Background: an optimization exercise with open tools, aiming at small area. Do not read the settings as production practice.
RTL that was checked went through simulation tests only; none was proved equivalent to the original.
No functional check of the RTL was part of run 3.
The clock port is modelled as an ideal driver, which makes a skipped or thinned clock tree look cheaper than it is; a real chip needs a root buffer or a tree.
No activity file was given, so power comes from the tool's default toggle rates.

==> flow/constraint.sdc <==
create_clock -name core_clock -period 7.0 [get_ports {clk}]
set_input_delay 1.4000 -clock core_clock [delete_from_list [all_inputs] [get_ports {clk}]]
set_output_delay 1.4000 -clock core_clock [all_outputs]
set_load 0.01 [all_outputs]
==> flow/design.v <==
module vending_machine (
	clk,
	reset_n,
	i_input_coin,
	i_select_item,
	i_trigger_return,
	o_available_item,
	o_output_item,
	o_return_coin
);
	input clk;
	input reset_n;
	input [3-1:0] i_input_coin;
	input [4-1:0] i_select_item;
	input i_trigger_return;
	output [4-1:0] o_available_item;
	output [4-1:0] o_output_item;
	output [3-1:0] o_return_coin;
	localparam [3:0] S_T0  = 4'd12;
	localparam [3:0] S_T1  = 4'd6;
	localparam [3:0] S_T2  = 4'd11;
	localparam [3:0] S_T3  = 4'd5;
	localparam [3:0] S_T4  = 4'd10;
	localparam [3:0] S_T5  = 4'd13;
	localparam [3:0] S_T6  = 4'd14;
	localparam [3:0] S_T7  = 4'd15;
	localparam [3:0] S_T8  = 4'd7;
	localparam [3:0] S_T9  = 4'd3;
	localparam [3:0] S_T10 = 4'd1;
	localparam [3:0] S_O0  = 4'd0;
	localparam [3:0] S_O1  = 4'd2;
	localparam [3:0] S_O2  = 4'd9;
	localparam [3:0] S_O3  = 4'd8;
	localparam [3:0] S_RET = 4'd4;
	localparam HB = 21;
	localparam [2:0] RC0 = 3'd0;
	localparam [2:0] RC1 = 3'd1;
	localparam [2:0] RC2 = 3'd3;
	localparam [2:0] RC3 = 3'd2;
	localparam [2:0] RC4 = 3'd6;
	reg [HB-1:0] h;
	reg [1:0] m;
	reg [2:0] r;                                 
	reg [3:0] state;
	wire h_nz = |h;
	wire r4 = (r == RC4);
	wire r_nz = (r != RC0);
	wire ge5  = h_nz | (m != 2'd0);
	wire ge1  = ge5 | r_nz;
	wire ge4  = ge5 | r4;
	wire ge10 = h_nz | m[1];
	wire ge20 = h_nz;
	wire returning = (state == S_RET);
	reg op_p1, op_p5, op_p10, op_m1, op_m4, op_m5, op_m10, op_m20;
	reg [3:0] state_nxt;
	reg [3:0] s_dec;
	always @(*) begin
		case (state)
			S_T1: s_dec = S_T0;
			S_T2: s_dec = S_T1;
			S_T3: s_dec = S_T2;
			S_T4: s_dec = S_T3;
			S_T5: s_dec = S_T4;
			S_T6: s_dec = S_T5;
			S_T7: s_dec = S_T6;
			S_T8: s_dec = S_T7;
			S_T9: s_dec = S_T8;
			S_T10: s_dec = S_T9;
			default: s_dec = S_T9;
		endcase
	end
	always @(*) begin
		{op_p1, op_p5, op_p10, op_m1, op_m4, op_m5, op_m10, op_m20} = 8'b0;
		if (returning) begin
			if (ge10) op_m10 = 1'b1;
			else if (ge5) op_m5 = 1'b1;
			else if (ge1) op_m1 = 1'b1;
			state_nxt = ge1 ? S_RET : S_T10;
		end
		else if (i_trigger_return)
			state_nxt = S_RET;
		else if (i_input_coin[0]) begin
			op_p1 = 1'b1;
			state_nxt = S_T10;
		end
		else if (i_input_coin[1]) begin
			op_p5 = 1'b1;
			state_nxt = S_T10;
		end
		else if (i_input_coin[2]) begin
			op_p10 = 1'b1;
			state_nxt = S_T10;
		end
		else if (i_select_item[0]) begin
			op_m4 = ge4;
			state_nxt = ge4 ? S_O0 : S_T10;
		end
		else if (i_select_item[1]) begin
			op_m5 = ge5;
			state_nxt = ge5 ? S_O1 : S_T10;
		end
		else if (i_select_item[2]) begin
			op_m10 = ge10;
			state_nxt = ge10 ? S_O2 : S_T10;
		end
		else if (i_select_item[3]) begin
			op_m20 = ge20;
			state_nxt = ge20 ? S_O3 : S_T10;
		end
		else if (!ge1)
			state_nxt = S_T10;
		else if (state == S_T0)
			state_nxt = S_RET;
		else
			state_nxt = s_dec;
	end
	wire r_inc = op_p1 | op_m4;
	wire r_dec = op_m1;
	reg [2:0] r_nxt;
	always @(*) begin
		r_nxt = r;
		if (r_inc)
			case (r)
				RC0: r_nxt = RC1;
				RC1: r_nxt = RC2;
				RC2: r_nxt = RC3;
				RC3: r_nxt = RC4;
				default: r_nxt = RC0;
			endcase
		else if (r_dec)
			case (r)
				RC1: r_nxt = RC0;
				RC2: r_nxt = RC1;
				RC3: r_nxt = RC2;
				RC4: r_nxt = RC3;
				default: r_nxt = RC4;
			endcase
	end
	wire m_p1 = (op_p1 & r4) | op_p5;
	wire m_m1 = (op_m1 & ~r_nz) | (op_m4 & ~r4) | op_m5;
	wire [3:0] m_sum = {2'b00, m} + (op_p10 ? 4'd2 : m_p1 ? 4'd1 : m_m1 ? 4'b1111 : op_m10 ? 4'b1110 : 4'd0);
	wire up = m_sum[3:2] == 2'b01;
	wire dn = (m_sum[3] == 1'b1) | op_m20;
	wire fwd_in = ~(h[HB-1] ^ h[HB-3]);
	wire bwd_in = ~(h[0] ^ h[HB-2]);
	wire [HB-1:0] h_nxt = up ? {h[HB-2:0], fwd_in} : dn ? {bwd_in, h[HB-1:1]} : h;
	always @(posedge clk) begin
		if (!reset_n) begin
			h <= 0;
			m <= 0;
			r <= RC0;
			state <= S_T10;
		end
		else begin
			h <= h_nxt;
			m <= m_sum[1:0];
			r <= r_nxt;
			state <= state_nxt;
		end
	end
	assign o_available_item = {ge20, ge10, ge5, ge4};
	assign o_output_item = {state == S_O3, state == S_O2, state == S_O1, state == S_O0};
	assign o_return_coin = returning ? {ge10, ~ge10 & ge5, ~ge5 & ge1} : 3'b000;
endmodule
==> flow/config.mk <==
export PLATFORM = sky130hd
export DESIGN_NAME = vending_machine
export DESIGN_NICKNAME = vending_machine
export VERILOG_FILES = /design/flow/design.v
export SDC_FILE = /design/flow/constraint.sdc
export NUM_CORES = 4
export LEC_CHECK = 0
export CAP_MARGIN = 20
export CORE_MARGIN = 2
export CORE_UTILIZATION = 40
export SLEW_MARGIN = 20
==> flow/flow/post_cts.tcl <==
# Runs at the end of the CTS step (POST_CTS_TCL). The clock tree CTS built
# (a root buffer driving four leaf buffers) is replaced by its root buffer
# alone, upsized to clkbuf_16 and moved to the middle of the flip-flops:
# every flip-flop clock pin is moved from its leaf buffer's net onto the root
# buffer's net and the leaf buffers are removed. The clock port still drives
# only the root buffer.
set block [ord::get_db_block]
set root ""
foreach it [[$block findNet clk] getITerms] {
  if {[$it isInputSignal]} { set root [$it getInst] }
}
set root_net [[$root findITerm X] getNet]
set leaves {}
foreach it [$root_net getITerms] {
  set inst [$it getInst]
  if {$inst != $root && [string match "*clkbuf*" [[$inst getMaster] getName]]} {
    lappend leaves $inst
  }
}
foreach inst $leaves {
  set net [[$inst findITerm X] getNet]
  foreach it [$net getITerms] {
    if {[$it getInst] == $inst} { continue }
    $it disconnect
    $it connect $root_net
  }
  odb::dbInst_destroy $inst
  odb::dbNet_destroy $net
}
$root swapMaster [[ord::get_db] findMaster sky130_fd_sc_hd__clkbuf_16]
set sx 0
set sy 0
set n 0
foreach it [$root_net getITerms] {
  set inst [$it getInst]
  if {$inst == $root} { continue }
  set b [$inst getBBox]
  set sx [expr {$sx + ([$b xMin] + [$b xMax]) / 2}]
  set sy [expr {$sy + ([$b yMin] + [$b yMax]) / 2}]
  incr n
}
$root setLocation [expr {$sx / $n}] [expr {$sy / $n}]
$root setPlacementStatus PLACED
puts "post_cts: removed [llength $leaves] leaf clock buffers, root drives $n pins"
detailed_placement
check_placement -verbose
estimate_parasitics -placement
==> flow/flow/run.sh <==
#!/bin/bash
# Own layout flow: the standard ORFS flow (standard.sh) with these changes.
#  - Synthesis runs the standard flow's synthesis script unchanged, except that ABC maps
#    the logic with flow/area.abc (deep AIG optimisation, then area-oriented
#    mapping) and Yosys's full/half-adder extraction is off
#    (ADDER_MAP_FILE empty). Registers are mapped before ABC, as before.
#  - Every port gets a buffer, of the smallest buffer cell (buf_1).
#  - The clock tree is a single clkbuf_16: CTS builds a tree of clkbuf_4
#    cells without dummy loads, and flow/post_cts.tcl (run at the end of the
#    CTS step) moves every flip-flop onto the root buffer, upsized.
set -euo pipefail
W=$PWD
cat "$W/flow/abc_override.tcl" "$W/synth_recipe.tcl" > "$W/own_synth.tcl"
export MY_ABC_SCRIPT="$W/flow/area.abc"
export BUFFER_PORTS_ARGS="-buffer_cell sky130_fd_sc_hd__buf_1"
export POST_CTS_TCL="$W/flow/post_cts.tcl"
export CTS_ARGS="-sink_clustering_enable -repair_clock_nets -dont_use_dummy_load -buf_list sky130_fd_sc_hd__clkbuf_4 -root_buf sky130_fd_sc_hd__clkbuf_4"
bash standard.sh SYNTH_SCRIPT="$W/own_synth.tcl" ADDER_MAP_FILE= finish > "$W/standard.log" 2>&1
==> flow/flow/abc_override.tcl <==
# Run ABC with the script named by MY_ABC_SCRIPT instead of ORFS's.
proc abc {args} {
  set i [lsearch -exact $args -script]
  if { $i >= 0 } { lset args [expr {$i + 1}] $::env(MY_ABC_SCRIPT) }
  yosys abc {*}$args
}
==> flow/flow/area.abc <==
strash
&get -n
&deepsyn -J 100 -T 100
&put
dch -f
amap
==> flow/standard.sh <==
#!/bin/bash
# synth_recipe.tcl (not shown) runs the flow's synth.tcl, then flattens the netlist and writes it again
# the make line also repeats each setting of config.mk as NAME=value (left out here)
make -C /OpenROAD-flow-scripts/flow DESIGN_CONFIG=/design/flow/config.mk WORK_HOME=/design/flow/orfs CLKGATE_MAP_FILE= SYNTH_SCRIPT=/design/flow/synth_recipe.tcl "${@:-finish}"
==> run notes, run 1 <==
- The flow ran to the end and the layout has no timing, DRC or antenna violations.
- Clock skew on the completed layout was measured at 4.11 ps.
- Using the TritonRoute via totals, the vias-per-cell ratio works out to 5.85.
- The core region is 3420 um2.
- The leakage power is 0.538 nW.
- In the final design database the tool counted 216 nets.
- The clock sink count is 30.
- The critical path capture point type is a flop.
- In this run the remaining antenna-violating nets after routing total 0.
- For this run, the number of Yosys warnings is 1.
- Among all flip-flop cells after synthesis, the most frequent one is dfxtp_1.
- The final HPWL from detailed placement is 2.46 mm.
- The critical path goes through or4_1 > nor3_1 > nand4_1 > nor2_1 > clkinv_1 > or3_1 > nand3_1 > nor3_1 > nor3_1 > o21ai_0 > a31o_1 > o21ai_0 > nor2_1 > a21oi_1 > clkinv_1 > nor3_2 > buf_4 > nor2_1 > nand2_1 > clkinv_1 > a222oi_1 > clkinv_1.
- When the netlist entered floorplanning its net count stood at 195.
- The number of global-route vias before repair came to 1326.
- The type of the tightest min-delay check is flop to flop.
- Across all hold checks on the routed design, the worst slack comes to 518 ps.
- The category of the worst setup path launch point is a flop.
- The post-route total power is 0.000299 W.
- In this run the core area contains 21 standard-cell rows.
- The fraction of final layout cells sized beyond drive strength 1 is 0.0245.
- The post-synthesis sequential element count is 30.
- The proportion of netlist area held by the largest area contributor is 0.412.
- The worst path in the final design needs a cycle of 5150 ps, including I/O delays and setup.
- The count of final max-slew check failures is 0.
- The period utilization is 0.736.
- Sorting the synthesized cells by how often they occur yields 37 x clkinv_1, 30 x dfxtp_1, 24 x nor2_1.
- The count of flip-flops with a built-in enable after synthesis is 0.
- The count of routing violations after the opening detailed-route iteration is 140.
- Across every metal layer, demand over resource in global routing totals 0.184.
- The worst setup path category is flop to flop.
- Detailed routing inserted a total of 1463 vias.
- The top achievable clock speed is 194 MHz.
- For this run, the slowest stage of the critical path takes 520 ps.
- The area growth from synthesis to layout is 10.5%.
- Entering global routing, the biggest net connects 31 pins.
- The clock network latency to the later pin of the worst-skew pair is 170 ps.
- The most common cell in the synthesized netlist is clkinv_1.
- Yosys attributes the largest share of cell area to dfxtp_1 41%, a222oi_1 12%, clkinv_1 9.5%.
- The initial cell density of the core is 0.427.
- The library cell with the largest summed area after synthesis is dfxtp_1.
- The clock-pin transition on the worst setup and hold timing paths is 110 ps.
- The mean post-synth cell area is 7.89 um2.
- The number of hold violations in the final report is 0.
- The tool flagged a number of max-cap violations equal to 0.
- The critical path's slowest cell is or4_1.
- The die outline area is 4150 um2.
- Power spread over the standard cell area amounts to 185 nW/um2.
- The number of antenna repair diodes is 0.
- Along the worst path, the maximum fanout reaches 21.
- The average detailed-routed wire length per instance is 12.8 um.
- The overflow left after global routing is 0.
- The data arrival time of the worst path is 5200 ps.
- The synthesized netlist occupies a cell area of 1460 um2.
- The number of antenna violations at the first check in global routing is 0.
- The number of I/O pins is 21.
- Of the synthesized area, sequential elements account for 0.412.
- At the pin with the least slew margin, the transition time is 428 ps.
- VDD sags by at most 118 uV.
- The number of library cell types mapped by synthesis is 26.
- The detailed-router iteration count before antenna repair is 6.
- The global-route wire length before repair is 5.59 mm.
- The cell repeated most along the worst path is clkinv_1.
- Of all flip-flops after synthesis, the portion carrying an async set or reset was 0.
- Setup total negative slack on the finished layout was measured at 0 ps.
- Setup repair after global routing left no endpoint under its margin.
- After filler insertion, the fill cell instance count of the layout stands at 360.
- The height of the chip is 64.4 um.
- For the worst setup path, the data required time is 7050 ps.
- In this run the tool buffered the top-level ports with 20 buffer cells.
- The congestion estimate from routability-driven global placement came to 0.816.
- Measured against its own limit, the worst slew margin works out to 0.713.
- The number of standard cells after synthesis is 185.
- Setup violations remaining at the end of the flow were counted as 0.
- The floorplan step set the die width to 64.4 um.
- Summed over all layers, the routed wires come to 3.19 mm.
- The number of remaining DRC errors is 0.
[power by group]
part / internal (W) / switching [W] / total [W]
registers: 0.000175 / 0.00000526 / 0.000181
logic: 0.0000166 / 0.0000340 / 0.0000506
clock network: 0.0000265 / 0.0000411 / 0.0000677
[flip-flops by register name, summed over array words and instances (netlist names)]
| signal | count |
|---|---|
| h | 21 |
| state | 4 |
| r | 3 |
| m | 2 |
[critical path, delay by kind of cell (launching register included)]
| family | cells | cell delay, ps |
|---|---|---|
| AND/OR/NAND/NOR | 12 | 2390 |
| AO/OA/AOI/OAI | 5 | 1240 |
| buffers and inverters | 5 | 1030 |
| flip-flops | 1 | 350 |
[final cells by class]
class / instances / area (um2) / share of cell area
clock buffers: 1 / 25.0 / 0.0155
inverters: 37 / 139 / 0.0862
multi-input cells: 114 / 699 / 0.434
flip-flops and latches: 30 / 601 / 0.373
well taps: 46 / 57.6 / 0.0357
repair buffers: 22 / 90.1 / 0.0559
[cells in the final DEF (no fill, tap or decap), types with 3 or more instances in the layout]
cell type | synthesis | layout
a21oi_1 | 6 | 6
a222oi_1 | 18 | 18
a22oi_1 | 3 | 3
a31o_1 | 3 | 3
buf_1 | 0 | 20
clkinv_1 | 37 | 37
dfxtp_1 | 30 | 30
nand2_1 | 10 | 10
nand3_1 | 4 | 4
nor2_1 | 24 | 24
nor3_1 | 10 | 8
nor4_1 | 3 | 3
o21ai_0 | 10 | 10
o22ai_1 | 3 | 3
o32ai_1 | 3 | 3
or2_0 | 3 | 3
[cells by family (layout without fill, tap and decap cells)]
logic type / Yosys count / count (layout) / synth area share
compound gates: 52 / 52 / 0.272
buf+inv: 41 / 60 / 0.116
flops: 30 / 30 / 0.412
simple gates: 62 / 62 / 0.201
[metal layers]
layer,up-vias,GRT usage,part of all wire
met4,0,0.0213,0.0044
met1,685,0.248,0.44
met3,2,0.0176,0.072
met5,-,0,0
met2,58,0.327,0.48
li1,718,-,-
[path summary, 6_finish.rpt]
kind | startpoint | endpoint | slack, ps | cells after the start
worst min-delay path | m[0] | m[0] | 520 | 1
worst max register to register | h[5] | h[11] | 1850 | 22
worst max-delay path | h[5] | h[11] | 1850 | 22
worst min register to register | m[0] | m[0] | 520 | 1
[metrics by stage]
step | std cells | setup slack (ps) | instance area (um2) | utilization
6_report | 250 | 1850 | 1610 | 0.472
5_1_grt | 250 | 1230 | 1610 | 0.472
3_5_place_dp | 249 | 1730 | 1590 | 0.464
3_3_place_gp | 249 | 1940 | 1590 | 0.464
2_1_floorplan | 185 | 1660 | 1460 | -
==> run 2: changes to the inputs <==
--- a/flow/flow/run.sh
+++ b/flow/flow/run.sh
@@ -6,5 +6,5 @@
 #    (ADDER_MAP_FILE empty). Registers are mapped before ABC, as before.
 #  - Every port gets a buffer, of the smallest buffer cell (buf_1).
-#  - The clock tree is a single clkbuf_16: CTS builds a tree of clkbuf_4
+#  - The clock tree is a single buf_12: CTS builds a tree of clkbuf_4
 #    cells without dummy loads, and flow/post_cts.tcl (run at the end of the
 #    CTS step) moves every flip-flop onto the root buffer, upsized.
--- a/flow/flow/post_cts.tcl
+++ b/flow/flow/post_cts.tcl
@@ -1,5 +1,5 @@
 # Runs at the end of the CTS step (POST_CTS_TCL). The clock tree CTS built
 # (a root buffer driving four leaf buffers) is replaced by its root buffer
-# alone, upsized to clkbuf_16 and moved to the middle of the flip-flops:
+# alone, resized to buf_12 and moved to the middle of the flip-flops:
 # every flip-flop clock pin is moved from its leaf buffer's net onto the root
 # buffer's net and the leaf buffers are removed. The clock port still drives
@@ -28,5 +28,5 @@
   odb::dbNet_destroy $net
 }
-$root swapMaster [[ord::get_db] findMaster sky130_fd_sc_hd__clkbuf_16]
+$root swapMaster [[ord::get_db] findMaster sky130_fd_sc_hd__buf_12]
 set sx 0
 set sy 0
==> run 2 against run 1 <==
Against the previous run: sequential share of layout area up 0.12 points; global-route usage is 0.074 points higher; core utilization shrank 0.15 points; largest cell class unchanged; clock skew is essentially flat; via count fell by 0.21%; clock power decreased by 4.7%; register-to-register slack is essentially flat.
==> run notes, run 2 <==
- Yosys attributes the largest share of cell area to dfxtp_1 41%, a222oi_1 12%, clkinv_1 9.5%.
- The final critical path time including I/O delays and setup is 5160 ps.
- The maximum vdd drop is 118 uV.
- The clock share of power is 0.218.
- The area growth from synthesis to layout is 10.1%.
- More flip-flops sit in one register than any other, and that register is h.
- The floorplan has 21 rows.
- The flip-flop count of the largest register, all copies and words added is 21.
- The worst setup slack for register-to-register paths is 1840 ps.
- After legalization and detailed placement, the total HPWL measured 2.46 mm.
- Counting the fill cells in the layout gives 361.
- The number of antenna violations at the first check in global routing is 0.
- The tightest hold margin is 507 ps.
- The number of hold violations in the final report is 0.
- The height of the chip is 64.4 um.
- Ranked by instance count, the synthesized netlist is headed by 37 x clkinv_1, 30 x dfxtp_1, 24 x nor2_1.
- Of all cell types, the one taking the most synthesized area is dfxtp_1.
- The first routing iteration left 163 violations.
- CTS saw 30 sinks.
- Measured along the x axis, the die boundary spans 64.4 um.
- The final cell count without fillers is 250.
- The share of total power dissipated in combinational logic is 0.171.
- The largest individual stage delay along the critical path comes from the cell or4_1.
- After the last flow step, the layout net total stands at 216.
- The global-route wire length before repair is 5.58 mm.
- Leaving out fill and tap cells, the most frequent cells in the layout are 37 x clkinv_1, 30 x dfxtp_1, 24 x nor2_1, 20 x buf_1, 18 x a222oi_1.
- After synthesis the netlist holds a flip-flop and latch count of 30.
- The overflow left after global routing is 0.
- 0 antenna diodes ended up in the layout.
- The leakage power is 0.535 nW.
- The count of nets left with antenna violations once routing finished came out at 0.
- In this run the critical register-to-register path is launched from h[5].
- The die covers 4150 um2.
- In this run, distinct cell masters in the synthesized netlist total 26.
- The cell repeated most along the worst path is clkinv_1.
- Routability-driven placement finished with a final weighted congestion of 0.816.
- The actual slew at the worst max-slew pin is 425 ps.
- Dividing the final minimum period by the clock period gives 0.737.
- The fraction of synthesis flops using an asynchronous set or reset pin is 0.
- Summed over all nets, the switching power comes to 0.0000804 W.
- The worst reg-to-reg path cell count is 22.
- The switching part of the total power is 0.272.
- The first detailed-routing pass ran for 6 iterations.
- The accumulated negative setup slack is 0 ps.
- The worst setup path is launched from a flop.
- The sum of routed wire length over all layers is 3.19 mm.
- The count of input and output buffers is 20.
- When the netlist entered floorplanning its net count stood at 195.
- The number of remaining DRC errors is 0.
- Across every metal layer, demand over resource in global routing totals 0.185.
- Along the worst path, the maximum fanout reaches 21.
- STA puts the critical path data arrival time at 5190 ps.
- In the final layout, the share of cells above drive strength 1 is 0.0245.
- For the worst setup path, the data required time is 7030 ps.
- Internal power comes to 0.000215 W.
- The critical path is of the flop to flop type.
- The number of I/O pins is 21.
- The synthesized design contains 0 enable-type register cells.
- The count of final max-slew check failures is 0.
- For this run, the top clock speed supported by timing is 194 MHz.
- The clock network latency to the later pin of the worst-skew pair is 140 ps.
- The power per cell area is 184 nW/um2.
- On the final layout, the worst clock skew is 4.02 ps.
- The remaining max-slew budget at the tightest pin is 0.715.
- Setup repair after global routing left no endpoint under its margin.
- The count of vias placed by the detailed router is 1460.
- The initial cell density of the core is 0.427.
- The register share of total power is 0.611.
- In the final routed layout, each cell accounts on average for 12.8 um.
- The per-cell via count in the routed design is 5.84.
- The placed cell count is 249.
- The most used flip-flop cell after synthesis is dfxtp_1.
- For this run, the number of Yosys warnings is 1.
- STA classifies the critical path endpoint as a flop.
- Entering global routing, the biggest net connects 31 pins.
- Of the post-synthesis cell area, the dominant cell type holds 0.412.
- The area of the core is 3420 um2.
- For this run, the slowest stage of the critical path takes 520 ps.
- At the end of the flow the core is filled with cells to 0.470.
- After clock tree synthesis, the clock-pin slew on the worst setup and hold paths is 110 ps.
- The type of the tightest min-delay check is flop to flop.
- The largest registers in the layout are h x21, state x4, r x3.
- The number of violations of the max-capacitance limit is 0.
- The launching element of the worst setup path is h[5].
- Leaving out fill and tap cells, the most frequent cell in the layout is clkinv_1.
- Traced cell by cell, the critical path runs through or4_1 > nor3_1 > nand4_1 > nor2_1 > clkinv_1 > or3_1 > nand3_1 > nor3_1 > nor3_1 > o21ai_0 > a31o_1 > o21ai_0 > nor2_1 > a21oi_1 > clkinv_1 > nor3_2 > buf_4 > nor2_1 > nand2_1 > clkinv_1 > a222oi_1 > clkinv_1.
- The cell with the most instances after synthesis is clkinv_1.
- The endpoint identified for the worst register-to-register timing path is h[11].
- In this run the cell area of the synthesized design comes to 1460 um2.
- The timing endpoint of the critical path is h[11].
- After technology mapping, the gate count stands at 185.
- The mean post-synth cell area is 7.89 um2.
- Of the synthesized area, sequential elements account for 0.412.
- The flow ran to the end and the layout has no timing, DRC or antenna violations.
- The number of global-route vias before repair came to 1325.
- Setup violations remaining at the end of the flow were counted as 0.
==> run 2: worst min path at each step <==
stage	from	endpoint	cells past startpoint
5_1_grt	m[0]	m[0]	1
3_5_place_dp	m[0]	m[0]	1
2_1_floorplan	m[0]	m[0]	1
6_report	m[0]	m[0]	1
3_3_place_gp	m[0]	m[0]	1
==> run 2: cell families (layout without fill, tap and decap cells) <==
group / after synthesis / in the layout / synth area share
and+or+nand+nor: 62 / 62 / 0.201
AOI/OAI and AO/OA: 52 / 52 / 0.272
buffers and inverters: 41 / 60 / 0.116
DFF: 30 / 30 / 0.412
==> run 2: worst max-delay path, delay by kind of cell, from the launching register on <==
family	cells	cell delay (ps)
simple gates	12	2410
flops	1	350
buf+inv	5	1030
compound gates	5	1240
==> run 2: final cells by class <==
class / count / area (um2) / area share
Multi-Input combinational cell: 114 / 699 / 0.435
Sequential cell: 30 / 601 / 0.374
Inverter: 37 / 139 / 0.0864
Timing Repair Buffer: 22 / 90.1 / 0.0561
Tap cell: 46 / 57.6 / 0.0358
Clock buffer: 1 / 20.0 / 0.0125
==> run 2: power by group through the flow <==
stage | Clock, W | Combinational [W] | Sequential, W
floorplan | 0 | 0.0000416 | 0.000183
global placement | 0 | 0.0000494 | 0.000184
detailed placement | 0 | 0.0000507 | 0.000184
global route | 0.0000747 | 0.0000571 | 0.000182
finish | 0.0000645 | 0.0000506 | 0.000181
==> run 2: metrics by stage <==
stage / power, W / setup slack [ps] / cell area [um2]
final: 0.000296 / 1840 / 1610
after global routing: 0.000313 / 1230 / 1610
after detailed placement: 0.000235 / 1730 / 1590
after global placement: 0.000233 / 1940 / 1590
after floorplan: 0.000225 / 1660 / 1460
==> run 2: layer usage <==
layer / up-vias / wire length, um / track usage
met4: 0 / 0 / 0.0213
met3: 0 / 223 / 0.0176
li1: 719 / - / -
met5: - / 0 / 0
met1: 685 / 1400 / 0.253
met2: 56 / 1560 / 0.323
==> run 3: changes to the inputs <==
--- a/flow/design.v
+++ b/flow/design.v
@@ -144,5 +144,11 @@
 	wire fwd_in = ~(h[HB-1] ^ h[HB-3]);
 	wire bwd_in = ~(h[0] ^ h[HB-2]);
-	wire [HB-1:0] h_nxt = up ? {h[HB-2:0], fwd_in} : dn ? {bwd_in, h[HB-1:1]} : h;
+	wire up2 = up & ge5;
+	wire dn2 = dn & h_nz;
+	localparam HL = HB / 2;
+	wire [HB-1:0] h_up = {h[HB-2:0], fwd_in};
+	wire [HB-1:0] h_dn = {bwd_in, h[HB-1:1]};
+	wire [HB-1:0] h_nxt = {up2 ? h_up[HB-1:HL] : dn2 ? h_dn[HB-1:HL] : h[HB-1:HL],
+	                       up ? h_up[HL-1:0] : dn ? h_dn[HL-1:0] : h[HL-1:0]};
 	always @(posedge clk) begin
 		if (!reset_n) begin
==> run 3 against run 2 <==
Against the previous run: still clean; total power increased by 5.4%; die area increased by 1.2%; routed wire length down 3.9%.
==> run notes, run 3 <==
- The data required time at the worst endpoint is 7100 ps.
- The count of flip-flops with a built-in enable after synthesis is 0.
- The post-synthesis sequential element count is 30.
- The clock sink count is 30.
- In this run the tightest slew margin relative to its limit is 0.484.
- The dominant register cell in the synthesized netlist is dfxtp_1.
- In the final routed layout, each cell accounts on average for 11.9 um.
- The actual slew at the worst max-slew pin is 773 ps.
- The flow ran to the end and the layout has no timing, DRC or antenna violations.
- After detailed routing, the number of remaining DRC violations is 0.
- The most used routing layer is met1.
- The flip-flop count of the largest register, all copies and words added is 21.
- The met1 demand-to-capacity share in global routing is 0.288.
- The final HPWL from detailed placement is 2.28 mm.
- The number of global-route vias before repair is 1202.
- The critical path goes through buf_1 > nor2_1 > clkinv_1 > or2_0 > or3_1 > or2_0 > o211ai_1 > a31oi_1 > nor2_1 > a21oi_1 > nand2_1 > o21ai_0 > nor2_2 > a222oi_1 > clkinv_1.
- The clock network latency to the later pin of the worst-skew pair is 140 ps.
- The die covers 4200 um2.
- The buffering stage count on the worst path with inverters included is 3.
- The initial cell density of the core is 0.410.
- In the final layout, the registers with the most flip-flops are h x21, state x4, r x3.
- The detailed-router iteration count before antenna repair is 7.
- The top achievable clock speed is 231 MHz.
- In the finished design, the share of the clock period the worst path needs comes to 0.619.
- The maximum fanout along the worst path is 21.
- Of the total power, the clock network draws 0.209.
- The die width is 64.8 um.
- The worst setup path is captured at a flop.
- The highest cell delay on the worst timing path is 660 ps.
- The area of the core is 3610 um2.
- The synthesized net count is 200.
- The number of rows created at floorplan is 22.
- The post-route total power is 0.000312 W.
- The power share of the combinational group is 0.210.
- In this run the power spent charging and discharging nets is 0.0000914 W.
- The worst hold path belongs to the class flop to flop.
- The count of nets left with antenna violations once routing finished came out at 0.
- The global router's overall resource usage is 0.181.
- For this run, the number of Yosys warnings is 1.
- The number of antenna diodes in the final layout is 0.
- More flip-flops sit in one register than any other, and that register is h.
- The leakage power is 0.549 nW.
- Leaving out fill and tap cells, the most frequent cell in the layout is clkinv_1.
- Clock-pin slew was measured on the worst setup and hold paths at 110 ps.
- The netlist area before placement is 1480 um2.
- The weighted congestion reported at the end of routability-driven placement is 0.817.
- The kind of cell with the highest combined delay along the critical path is simple AND/OR/NAND/NOR gates.
- After the flow finishes, the layout carries non-filler instances totaling 257.
- After the last flow step, the layout net total stands at 221.
- Averaged over all synthesized cells, the footprint is 7.78 um2.
- Entering global routing, the biggest net connects 31 pins.
- The share of synthesized area in the top cell type comes to 0.406.
- The synthesized design spends more area on one cell type than any other, namely dfxtp_1.
- The final critical path time including I/O delays and setup is 4330 ps.
- Counting tap cells, the placed design contains a total of 256 instances.
- Of the total power, the share spent switching nets is 0.294.
- The count of final max-slew check failures is 0.
- Counting every instance in the synthesized netlist gives 190.
- Setup repair after global routing left no endpoint under its margin.
- The cell with the most instances after synthesis is clkinv_1.
- In this run, the number of DRC markers left after iteration 0 of detailed routing was 259.
- After synthesis, the cell types taking the most area are dfxtp_1 41%, a222oi_1 14%, clkinv_1 10%.
- The global routing usage on met2 is 0.267.
- The number of inserted filler cells in the final layout is 382.
- The category of the worst setup path launch point is a primary input.
- The share of the Yosys chip area taken by registers is 0.406.
- The top cell types in the final layout, fill and taps aside, are 41 x clkinv_1, 30 x dfxtp_1, 27 x nor2_1, 21 x a222oi_1, 20 x buf_1.
- Hold is met by 458 ps.
- The number of antenna violations at the first check in global routing is 0.
- Summed over all layers, the global routing overflow is 0.
- The routing usage on met3 is 0.0208.
- Yosys mapped the design onto 26 distinct sky130hd cell types.
- The area occupied by registers is 601 um2.
- The setup path with the least slack is of type primary input to flop.
- The area of combinational cells with multiple inputs is 696 um2.
- 21 I/O pins were placed.
- The die is 64.8 um tall.
- Counting instances in the post-synthesis netlist gives the leading cell types as 41 x clkinv_1, 30 x dfxtp_1, 28 x nor2_1.
- Of the cells placed in the final design, the portion with a size suffix greater than 1 is 0.0191.
- The power per cell area is 192 nW/um2.
- Setup violations remaining at the end of the flow were counted as 0.
- The accumulated negative setup slack is 0 ps.
- The maximum vdd drop is 104 uV.
- The global-route wire length before repair is 5.37 mm.
- Input and output buffers added on the ports amount to 20.
- The slowest stage of the critical path belongs to the cell nor2_2.
- Of all flip-flops after synthesis, the portion carrying an async set or reset was 0.
- The number of violations of the max-capacitance limit is 0.
- Data on the critical path arrives at its endpoint at 4430 ps.
- The number of hold violations in the final report is 0.
- The per-cell via count in the routed design is 5.56.
- The internal power of the cells totals 0.000220 W.
- On the final layout, the worst clock skew is 7.25 ps.
- Measured on the finished design, the core utilization comes to 0.449.
- Detailed routing inserted a total of 1428 vias.
- The share of total power dissipated in sequential elements is 0.581.
- The sum of routed wire length over all layers is 3.07 mm.
- The area growth from synthesis to layout is 9.65%.
[run 3: power groups by stage]
stage          Clock [W]  Sequential (W)  Combinational [W]
3_3_place_gp           0        0.000185          0.0000654
3_5_place_dp           0        0.000185          0.0000653
2_1_floorplan          0        0.000184          0.0000537
6_report       0.0000651        0.000181          0.0000656
5_1_grt        0.0000747        0.000182          0.0000745
[run 3: final timing paths]
check,start,endpoint,slack [ps],cells after the start
setup reg to reg,h[18],h[6],2770,18
hold reg to reg,r[2],r[0],460,1
setup / recovery,i_trigger_return,h[6],2670,15
hold / removal,r[2],r[0],460,1
[run 3: layout make-up]
cell class / instances / share of cell area
Sequential cell: 30 / 0.371
Tap cell: 48 / 0.0371
Timing Repair Buffer: 22 / 0.0556
Multi-Input combinational cell: 115 / 0.429
Inverter: 41 / 0.0950
Clock buffer: 1 / 0.0124
[run 3: routing by layer]
layer,share of wire,wire length (um)
met5,0,0
met4,0,0
met3,0.069,211
met2,0.44,1360
met1,0.49,1490
[run 3: cells by family (layout without fill, tap and decap cells)]
family                 count (synthesis)  after routing  synth area share
AO/OA/AOI/OAI                         47             47             0.253
buffers and inverters                 45             64             0.124
AND/OR/NAND/NOR                       68             68             0.216
flip-flops                            30             30             0.406
[run 3: metrics by stage]
step,setup WS (ps),cell area [um2]
final,2670,1620
after global placement,2260,1600
after floorplan,2540,1480
after global routing,2250,1620
after detailed placement,2540,1600
==> run 4: changes to the inputs <==
--- a/flow/design.v
+++ b/flow/design.v
@@ -144,11 +144,5 @@
 	wire fwd_in = ~(h[HB-1] ^ h[HB-3]);
 	wire bwd_in = ~(h[0] ^ h[HB-2]);
-	wire up2 = up & ge5;
-	wire dn2 = dn & h_nz;
-	localparam HL = HB / 2;
-	wire [HB-1:0] h_up = {h[HB-2:0], fwd_in};
-	wire [HB-1:0] h_dn = {bwd_in, h[HB-1:1]};
-	wire [HB-1:0] h_nxt = {up2 ? h_up[HB-1:HL] : dn2 ? h_dn[HB-1:HL] : h[HB-1:HL],
-	                       up ? h_up[HL-1:0] : dn ? h_dn[HL-1:0] : h[HL-1:0]};
+	wire [HB-1:0] h_nxt = up ? {h[HB-2:0], fwd_in} : dn ? {bwd_in, h[HB-1:1]} : h;
 	always @(posedge clk) begin
 		if (!reset_n) begin
--- a/flow/flow/run.sh
+++ b/flow/flow/run.sh
@@ -8,5 +8,7 @@
 #  - The clock tree is a single buf_12: CTS builds a tree of clkbuf_4
 #    cells without dummy loads, and flow/post_cts.tcl (run at the end of the
-#    CTS step) moves every flip-flop onto the root buffer, upsized.
+#    CTS step) moves every flip-flop onto the root buffer, resized.
+#  - flow/post_cts.tcl also removes the buffers that timing-driven global
+#    placement put on signal nets.
 set -euo pipefail
 W=$PWD
--- a/flow/flow/post_cts.tcl
+++ b/flow/flow/post_cts.tcl
@@ -1,3 +1,5 @@
-# Runs at the end of the CTS step (POST_CTS_TCL). The clock tree CTS built
+# Runs at the end of the CTS step (POST_CTS_TCL).
+#
+# The clock tree CTS built
 # (a root buffer driving four leaf buffers) is replaced by its root buffer
 # alone, resized to buf_12 and moved to the middle of the flip-flops:
@@ -6,4 +8,21 @@
 # only the root buffer.
 set block [ord::get_db_block]
+
+# Buffers that timing-driven placement put on high-fanout signal nets are
+# removed again: with the placement done, their drivers meet the slew and
+# capacitance limits without them.
+set extra {}
+foreach inst [$block getInsts] {
+  set name [$inst getName]
+  if {[string match "sky130_fd_sc_hd__buf_*" [[$inst getMaster] getName]] &&
+      ![string match "input*" $name] && ![string match "output*" $name]} {
+    lappend extra $name
+  }
+}
+if {[llength $extra] > 0} {
+  puts "post_cts: removing buffers $extra"
+  remove_buffers $extra
+}
+
 set root ""
 foreach it [[$block findNet clk] getITerms] {
==> run 4 against run 3 <==
Against the previous run: the flow now stops in clock tree synthesis (4_1_cts); synthesized cell count shrank 2.6%; synthesized area shrank 1.3%.
==> run notes, run 4 <==
- For this run, asynchronously set or reset flops after synthesis account for 0.
- The synthesized net count is 195.
- In this run the vertical extent of the chip is 64.4 um.
- For this run, the number of Yosys warnings is 1.
- The mean post-synth cell area is 7.89 um2.
- The portion of the post-synthesis area used by sequential elements is 0.412.
- The biggest area contributor in the post-synthesis netlist is dfxtp_1.
- The cell area that synthesis handed to floorplanning was 1460 um2.
- The clock net in this run drives a total of 30 sinks.
- The dominant register cell in the synthesized netlist is dfxtp_1.
- Among all cell types in the netlist, the one instantiated most often is clkinv_1.
- The HPWL after detailed placement is 2.46 mm.
- The netlist uses 26 different library cells.
- The stage where the flow stopped is clock tree synthesis (4_1_cts).
- By count the netlist is led by 37 x clkinv_1, 30 x dfxtp_1, 24 x nor2_1.
- The proportion of netlist area held by the largest area contributor is 0.412.
- The floorplan has 21 rows.
- Yosys mapped a number of flops with a built-in enable equal to 0.
- By area the synthesized netlist is led by dfxtp_1 41%, a222oi_1 12%, clkinv_1 9.5%.
- The flow did not finish.
- The number of I/O pins is 21.
- The count of input and output buffers is 20.
- The first error in the log reads "Error: cts.tcl, 90 invalid command name ”NULL”".
- The number of standard cells after synthesis is 185.
- The initial cell density of the core is 0.427.
- The die width is 64.4 um.
- Routability-driven placement finished with a final weighted congestion of 0.816.
- After synthesis the netlist holds a flip-flop and latch count of 30.
==> run 4: cells by family after synthesis <==
logic type | Yosys count | share of synthesized area
buf+inv | 41 | 0.116
simple gates | 62 | 0.201
flops | 30 | 0.412
compound gates | 52 | 0.272
==> run 4: how the worst min path moves through the flow <==
stage               startpoint    to  slack, ps  cells after the start
floorplan                 m[0]  m[0]        450                      1
global placement          m[0]  m[0]        470                      1
detailed placement        m[0]  m[0]        480                      1
==> run 4: per-stage QoR <==
stage                     area, um2  setup WS [ps]  hold slack, ps  instances
after floorplan                1460           1660             455        185
after global placement         1590           1940             473        249
after detailed placement       1590           1730             484        249
==> run 4: power by group through the flow <==
stage | sequential (W) | clock [W] | combinational, W
after detailed placement | 0.000184 | 0 | 0.0000507
after global placement | 0.000184 | 0 | 0.0000494
after floorplan | 0.000183 | 0 | 0.0000416
==> run 5: changes to the inputs <==
--- a/flow/flow/post_cts.tcl
+++ b/flow/flow/post_cts.tcl
@@ -1,7 +1,6 @@
 # Runs at the end of the CTS step (POST_CTS_TCL).
 #
-# The clock tree CTS built
-# (a root buffer driving four leaf buffers) is replaced by its root buffer
-# alone, resized to buf_12 and moved to the middle of the flip-flops:
+# The clock tree CTS built (a root buffer driving four leaf buffers) is
+# replaced by its root buffer alone, resized to buf_12 and moved to the middle of the flip-flops:
 # every flip-flop clock pin is moved from its leaf buffer's net onto the root
 # buffer's net and the leaf buffers are removed. The clock port still drives
@@ -20,7 +19,7 @@
   }
 }
-if {[llength $extra] > 0} {
-  puts "post_cts: removing buffers $extra"
-  remove_buffers $extra
+foreach name $extra {
+  puts "post_cts: removing buffer $name"
+  remove_buffers [list $name]
 }
 
==> run 5 against run 4 <==
Against the previous run: now clean on timing, DRC and antenna; synthesized cell count stayed put; synthesized area unchanged.
==> run notes, run 5 <==
- The maximum fanout along the worst path is 21.
- The maximum vdd drop is 119 uV.
- Setup repair after global routing left no endpoint under its margin.
- The register with the most flip-flops in the layout has 21 of them.
- The count of final max-slew check failures is 0.
- The number of antenna violations at the first check in global routing is 0.
- The area of the core is 3420 um2.
- Measured against its own limit, the worst slew margin works out to 0.515.
- The accumulated negative setup slack is 0 ps.
- The number of library cell types mapped by synthesis is 26.
- The mean post-synth cell area is 7.89 um2.
- Derived from the worst setup path, the maximum achievable clock frequency is 180 MHz.
- The floorplan step set the die height to 64.4 um.
- Clock-pin slew was measured on the worst setup and hold paths at 110 ps.
- At the worst endpoint, the arrival time is 5600 ps.
- Counting instances in the post-synthesis netlist gives the leading cell types as 37 x clkinv_1, 30 x dfxtp_1, 24 x nor2_1.
- The number of I/O pins is 21.
- Counting flops per register, the top entry is h.
- The largest net degree at the start of global routing is 31.
- The portion of the post-synthesis area used by sequential elements is 0.412.
- In this run the remaining antenna-violating nets after routing total 0.
- The largest single stage delay on the critical path is 600 ps.
- The number of inserted filler cells in the final layout is 364.
- Yosys attributes the largest share of cell area to dfxtp_1 41%, a222oi_1 12%, clkinv_1 9.5%.
- The number of cells on the critical path is 21.
- Counting every net in the synthesized netlist gives 195.
- The clock reaches the later pin of the worst-skew pair after 140 ps.
- The tightest min-delay check is of the flop to flop type.
- The leakage power is 0.523 nW.
- Leaving out fill and tap cells, the most frequent cell in the layout is clkinv_1.
- From left edge to right edge, the die measures 64.4 um.
- The mapped netlist covers 1460 um2.
- The post-route total power is 0.000296 W.
- The weighted congestion reported at the end of routability-driven placement is 0.816.
- The final net count is 214.
- The largest registers in the layout are h x21, state x4, r x3.
- In this run the power density over the cells is 185 nW/um2.
- In the synthesized netlist, the number of instances is 185.
- The area growth from synthesis to layout is 9.95%.
- The initial cell density of the core is 0.427.
- The die covers 4150 um2.
- On the critical path the largest part of the delay comes from simple AND/OR/NAND/NOR gates.
- The worst reg-to-reg path cell count is 21.
- In the synthesized netlist the async set-or-reset flop fraction comes to 0.
- The routed design has 3.15 mm of wire.
- STA puts the critical path data required time at 7030 ps.
- Across the run, the number of max-cap violations was 0.
- In this run, synthesis produced a sequential element count of 30.
- The first global-routing pass estimated 5.59 mm of wire.
- The number of hold violations in the final report came to 0.
- Walking the worst path, the cells encountered are or4_1 > nor3_1 > nand4_1 > nor2_1 > clkinv_1 > or3_1 > nand3_1 > nor3_1 > nor3_1 > o21ai_0 > a31o_1 > o21ai_0 > nor2_1 > a21oi_1 > clkinv_1 > nor3_4 > nor2_1 > nand2_1 > clkinv_1 > a222oi_1 > clkinv_1.
- The global router's overall resource usage is 0.185.
- STA classifies the critical path startpoint as a flop.
- In the routed layout, each cell is associated on average with a via count of 5.87.
- Port buffering added 20 buffers.
- At the pin with the least slew margin, the transition time is 725 ps.
- The count of final setup violators is 0.
- The worst setup path is of the flop to flop kind.
- The top cell types in the final layout, fill and taps aside, are 37 x clkinv_1, 30 x dfxtp_1, 24 x nor2_1, 20 x buf_1, 18 x a222oi_1.
- The worst-case clock skew is 5.66 ps.
- The number of rows created at floorplan is 21.
- After detailed routing, the number of remaining DRC violations is 0.
- The overflow left after global routing is 0.
- The count of routing violations after the opening detailed-route iteration is 166.
- The library cell with the largest summed area after synthesis is dfxtp_1.
- The number of global-route vias before repair came to 1322.
- The run finished with no timing, DRC or antenna violations.
- Counting instances, the worst hold path has a depth of 1.
- The clock sink count is 30.
- After detailed routing, the average wire length per cell comes to 12.7 um.
- The worst path needs 5560 ps of the cycle, external delays included.
- The proportion of netlist area held by the largest area contributor is 0.412.
- In this run the register-to-register setup slack is 1440 ps.
- The number of antenna diodes in the final layout is 0.
- The cell with the most instances after synthesis is clkinv_1.
- The critical path capture point type is a flop.
- Yosys mapped a number of flops with a built-in enable equal to 0.
- In the final layout, the share of cells above drive strength 1 is 0.0149.
- Together, buffers and inverters on the worst path number 4.
- The dominant register cell in the synthesized netlist is dfxtp_1.
- Detailed placement finished with a half-perimeter wire length of 2.46 mm.
- The cell that appears most often on the critical path is clkinv_1.
- Dividing the final minimum period by the clock period gives 0.795.
- The first detailed-routing pass ran for 6 iterations.
- The slowest stage of the critical path is the nor3_4 cell.
- For this run, the number of Yosys warnings is 1.
- The count of vias placed by the detailed router is 1456.
-- run 5: cell counts after synthesis --
Identical to the previous run, type by type.
-- run 5: path summary, 6_finish.rpt --
path	start	end
setup / recovery	h[5]	h[11]
hold / removal	m[0]	m[0]
setup reg to reg	h[5]	h[11]
hold reg to reg	m[0]	m[0]
-- run 5: kinds of logic after synthesis --
| family | share of synthesized area |
|---|---|
| AO/OA/AOI/OAI | 0.272 |
| buffers and inverters | 0.116 |
| flip-flops | 0.412 |
| AND/OR/NAND/NOR | 0.201 |
-- run 5: layout make-up --
class                           count  area [um2]  area share
Clock buffer                        1        20.0      0.0125
Inverter                           37         139      0.0866
Timing Repair Buffer               20        75.1      0.0468
Sequential cell                    30         601       0.374
Multi-Input combinational cell    114         712       0.444
Tap cell                           46        57.6      0.0359
-- run 5: per-layer routing --
metal | wire [um] | part of all wire | global-route usage
met1 | 1370 | 0.44 | 0.252
met2 | 1510 | 0.48 | 0.326
met3 | 242 | 0.077 | 0.0176
met4 | 25 | 0.0079 | 0.0213
met5 | 0 | 0 | 0
-- run 5: per-stage QoR --
step	worst slack (ps)	instances	cell area [um2]	utilization	hold WS, ps
detailed placement	1730	249	1590	0.464	484
global placement	1940	249	1590	0.464	473
global route	713	248	1600	0.470	549
floorplan	1660	185	1460	-	455
finish	1440	248	1600	0.470	510
-- run 5: power breakdown --
group / internal, W / leakage, nW / switching [W]
Combinational: 0.0000164 / 0.271 / 0.0000343
Sequential: 0.000175 / 0.243 / 0.00000520
Clock: 0.0000234 / 0.00940 / 0.0000414
Total: 0.000215 / 0.523 / 0.0000809
==> run 6: changes to the inputs <==
--- a/flow/config.mk
+++ b/flow/config.mk
@@ -6,6 +6,6 @@
 export NUM_CORES = 4
 export LEC_CHECK = 0
-export CAP_MARGIN = 20
+export CAP_MARGIN = 0
 export CORE_MARGIN = 2
 export CORE_UTILIZATION = 40
-export SLEW_MARGIN = 20
+export SLEW_MARGIN = 0
==> run 6 against run 5 <==
Against the previous run: total power down 0.28%; sequential share of layout area up 0.29 points; die area unchanged; synthesized area unchanged; via count unchanged; register-to-register slack worse by 200 ps; non-clock buffer count unchanged; final area down 0.78%; sequential power about the same; global-route usage unchanged; maximum frequency down 3.5%; critical path type unchanged; largest cell class unchanged.
==> run notes, run 6 <==
- The sum of routed wire length over all layers is 3.20 mm.
- After floorplanning, the core was sized to cover 3420 um2.
- The worst-case clock skew is 3.90 ps.
- 0 antenna diodes ended up in the layout.
- Global routing finished with a remaining overflow of 0.
- The global router's overall resource usage is 0.185.
- The flow ran to the end and the layout has no timing, DRC or antenna violations.
- Together, buffers and inverters on the worst path number 4.
- After synthesis, the most frequently instantiated cells are 37 x clkinv_1, 30 x dfxtp_1, 24 x nor2_1.
- The cell with the most instances after synthesis is clkinv_1.
- The routed layout has 1456 vias.
- Leaving out fill and tap cells, the most frequent cells in the layout are 37 x clkinv_1, 30 x dfxtp_1, 24 x nor2_1, 20 x buf_1, 18 x a222oi_1.
- In this run the critical register-to-register path is captured at h[11].
- By instance count, the cell type seen most on the critical path is clkinv_1.
- The startpoint of the lowest-slack register-to-register path is h[5].
- The clock network latency to the later pin of the worst-skew pair is 140 ps.
- The share of synthesized area in the top cell type comes to 0.412.
- Setup violations remaining at the end of the flow were counted as 0.
- The detailed router finished its first iteration with 170 violations.
- The power per cell area is 185 nW/um2.
- h holds more flip-flops than any other register.
- For this configuration, the core starts out at a cell density of 0.427.
- Entering global routing, the biggest net connects 31 pins.
- Fill cells in the final layout number 363.
- CTS saw 30 sinks.
- The count of final max-slew check failures was 0.
- After synthesis, the share of flip-flops with an asynchronous set or reset is 0.
- The data required time at the worst endpoint is 7030 ps.
- The type of the tightest min-delay check is flop to flop.
- The largest registers in the layout are h x21, state x4, r x3.
- The number of rows created at floorplan is 21.
- The flip-flop count of the largest register, all copies and words added is 21.
- The final net count is 214.
- The tightest hold margin is 513 ps.
- STA classifies the critical path startpoint as a flop.
- The path with the worst hold slack has its endpoint at m[0].
- The maximum vdd drop is 118 uV.
- In the synthesized netlist the dominant register cell turns out to be dfxtp_1.
- The number of antenna violations at the first check in global routing is 0.
- In this design, the stage delay of the slowest critical-path cell is 900 ps.
- Subtracting the final worst setup slack from the clock period gives 5770 ps.
- Timing would allow up to 173 MHz.
- The critical path is of the flop to flop type.
- Headroom to the max-slew limit came out at 0.219.
- The critical path capture point type is a flop.
- The library cell with the largest summed area after synthesis is dfxtp_1.
- The gate family responsible for the most delay along the worst path is simple AND/OR/NAND/NOR gates.
- The netlist area before placement is 1460 um2.
- The actual slew at the worst max-slew pin is 1170 ps.
- The number of nets handed over by synthesis was 195.
- The data arrival time of the worst path is 5800 ps.
- The worst reg-to-reg path cell count is 21.
- The count of input and output buffers is 20.
- The number of standard cells after synthesis is 185.
- The portion of the post-synthesis area used by sequential elements is 0.412.
- The die width is 64.4 um.
- The post-synthesis sequential element count is 30.
- The average detailed-routed wire length per instance is 12.9 um.
- In the post-synthesis netlist, the biggest area contributors are dfxtp_1 41%, a222oi_1 12%, clkinv_1 9.5%.
- The critical path goes through or4_1 > nor3_1 > nand4_1 > nor2_1 > clkinv_1 > or3_1 > nand3_1 > nor3_1 > nor3_1 > o21ai_0 > a31o_1 > o21ai_0 > nor2_1 > a21oi_1 > clkinv_1 > nor3_2 > nor2_1 > nand2_1 > clkinv_1 > a222oi_1 > clkinv_1.
- The most common cell after layout, fill and taps aside is clkinv_1.
- The number of warnings reported in the yosys synthesis log is 1.
- Along the worst hold path, the cell count comes to 1.
- The first global-routing pass estimated 5.59 mm of wire.
- For this design, the slowest cell found on the critical path is nor3_2.
- The number of global-route vias before repair is 1322.
- In this run the static leakage power is 0.524 nW.
- The floorplan step defined a die boundary enclosing 4150 um2.
- The per-cell via count in the routed design is 5.87.
- Clock-pin slew was measured on the worst setup and hold paths at 110 ps.
- The first detailed-routing pass ran for 5 iterations.
- The count of flip-flops with a built-in enable after synthesis is 0.
- The number of hold violations in the final report came to 0.
- Summing all flip-flop and latch instances after layout gives 601 um2.
- For this run, design rule violations remaining after detail routing come to 0.
- In the finished design, the share of the clock period the worst path needs comes to 0.824.
- The accumulated negative setup slack is 0 ps.
- Once detail routing completed, the nets flagged for antenna violations numbered 0.
- In this run the vertical extent of the chip is 64.4 um.
- The worst setup slack for register-to-register paths is 1230 ps.
- The netlist uses 26 different library cells.
- Max-cap violations in this run came to 0.
- The area growth from synthesis to layout is 9.09%.
- Of the cells placed in the final design, the portion with a size suffix greater than 1 is 0.0149.
- Setup repair after global routing left no endpoint under its margin.
- The multi-input combinational cells in the finished layout cover a total of 699 um2.
- Routability-driven placement finished with a final weighted congestion of 0.816.
- In this run the most critical hold path is launched from m[0].
- For this design the top-level I/O count stands at 21.
- Detailed placement finished with a half-perimeter wire length of 2.46 mm.
- The mean post-synth cell area is 7.89 um2.
- Of all nets on the critical path, the largest fanout is 21.
## run 6: power by group
part	switching (W)	internal, W	leakage [nW]
logic	0.0000339	0.0000163	0.272
clock network	0.0000411	0.0000234	0.00940
registers	0.00000522	0.000175	0.243
total	0.0000802	0.000215	0.524
## run 6: logic make-up (layout without fill, tap and decap cells)
| group | after synthesis | in the layout | share of synthesized area |
|---|---|---|---|
| compound gates | 52 | 52 | 0.272 |
| flops | 30 | 30 | 0.412 |
| simple gates | 62 | 62 | 0.201 |
| buf+inv | 41 | 58 | 0.116 |
## run 6: how the worst max path moves through the flow
stage	start	end	slack [ps]	depth (start not counted)
after detailed placement	i_input_coin[0]	h[11]	1730	22
final	h[5]	h[11]	1230	21
after floorplan	i_input_coin[1]	h[0]	1660	20
after global routing	h[5]	h[17]	490	21
after global placement	i_input_coin[0]	h[14]	1940	22
## run 6: per-stage QoR
stage,std cells,cell area [um2],power (W),setup slack (ps),util
2_1_floorplan,185,1460,0.000225,1660,-
3_3_place_gp,249,1590,0.000233,1940,0.464
3_5_place_dp,249,1590,0.000235,1730,0.464
5_1_grt,248,1590,0.000313,487,0.466
6_report,248,1590,0.000295,1230,0.466
## run 6: final cells by class
| cell class | instances | area share |
|---|---|---|
| multi-input cells | 114 | 0.439 |
| well taps | 46 | 0.0362 |
| clock buffers | 1 | 0.0126 |
| flip-flops and latches | 30 | 0.377 |
| inverters | 37 | 0.0873 |
| repair buffers | 20 | 0.0472 |
## run 6: layer usage
layer	routed length, um	global-route usage	vias up
met5	0	0	-
met4	14	0.0213	0
met3	269	0.0176	2
met2	1560	0.326	59
met1	1360	0.252	683
li1	-	-	712

separate check: timing with driven ports:
How much do the figures lean on ideal ports? The routed layouts below were timed once more, with nothing changed but the port constraints. Step 1, drivers: a clkbuf_16 drives clk and a buf_2 each remaining input, both assumed. Step 2 also shifts input and output timing later by t, the mid clock arrival at the registers, as if the neighbouring blocks saw the same clock. Slacks: ideal / step 1 / step 2; pairs: ideal / step 1.
run	shift t [ns]	slack for setup (ns)	worst setup path at the end	worst register clock-pin slew, ns	cell pins on the clock port's net
run 1	0.192	1.851 / 1.851 / 1.733	input to register	0.11 / 0.11	1
run 2	0.169	1.841 / 1.841 / 1.740	input to register	0.11 / 0.11	1
run 3	0.170	2.667 / 2.677 / 2.507	input to register	0.11 / 0.11	1
run 5	0.170	1.437 / 1.437 / 1.337	input to register	0.11 / 0.11	1
run 6	0.170	1.234 / 1.234 / 1.110	input to register	0.11 / 0.11	1
After both steps every run listed still meets setup and hold. The setup slack of run 3, which loses most, moves by +0.010 ns with the drivers and by -0.160 ns with both steps.
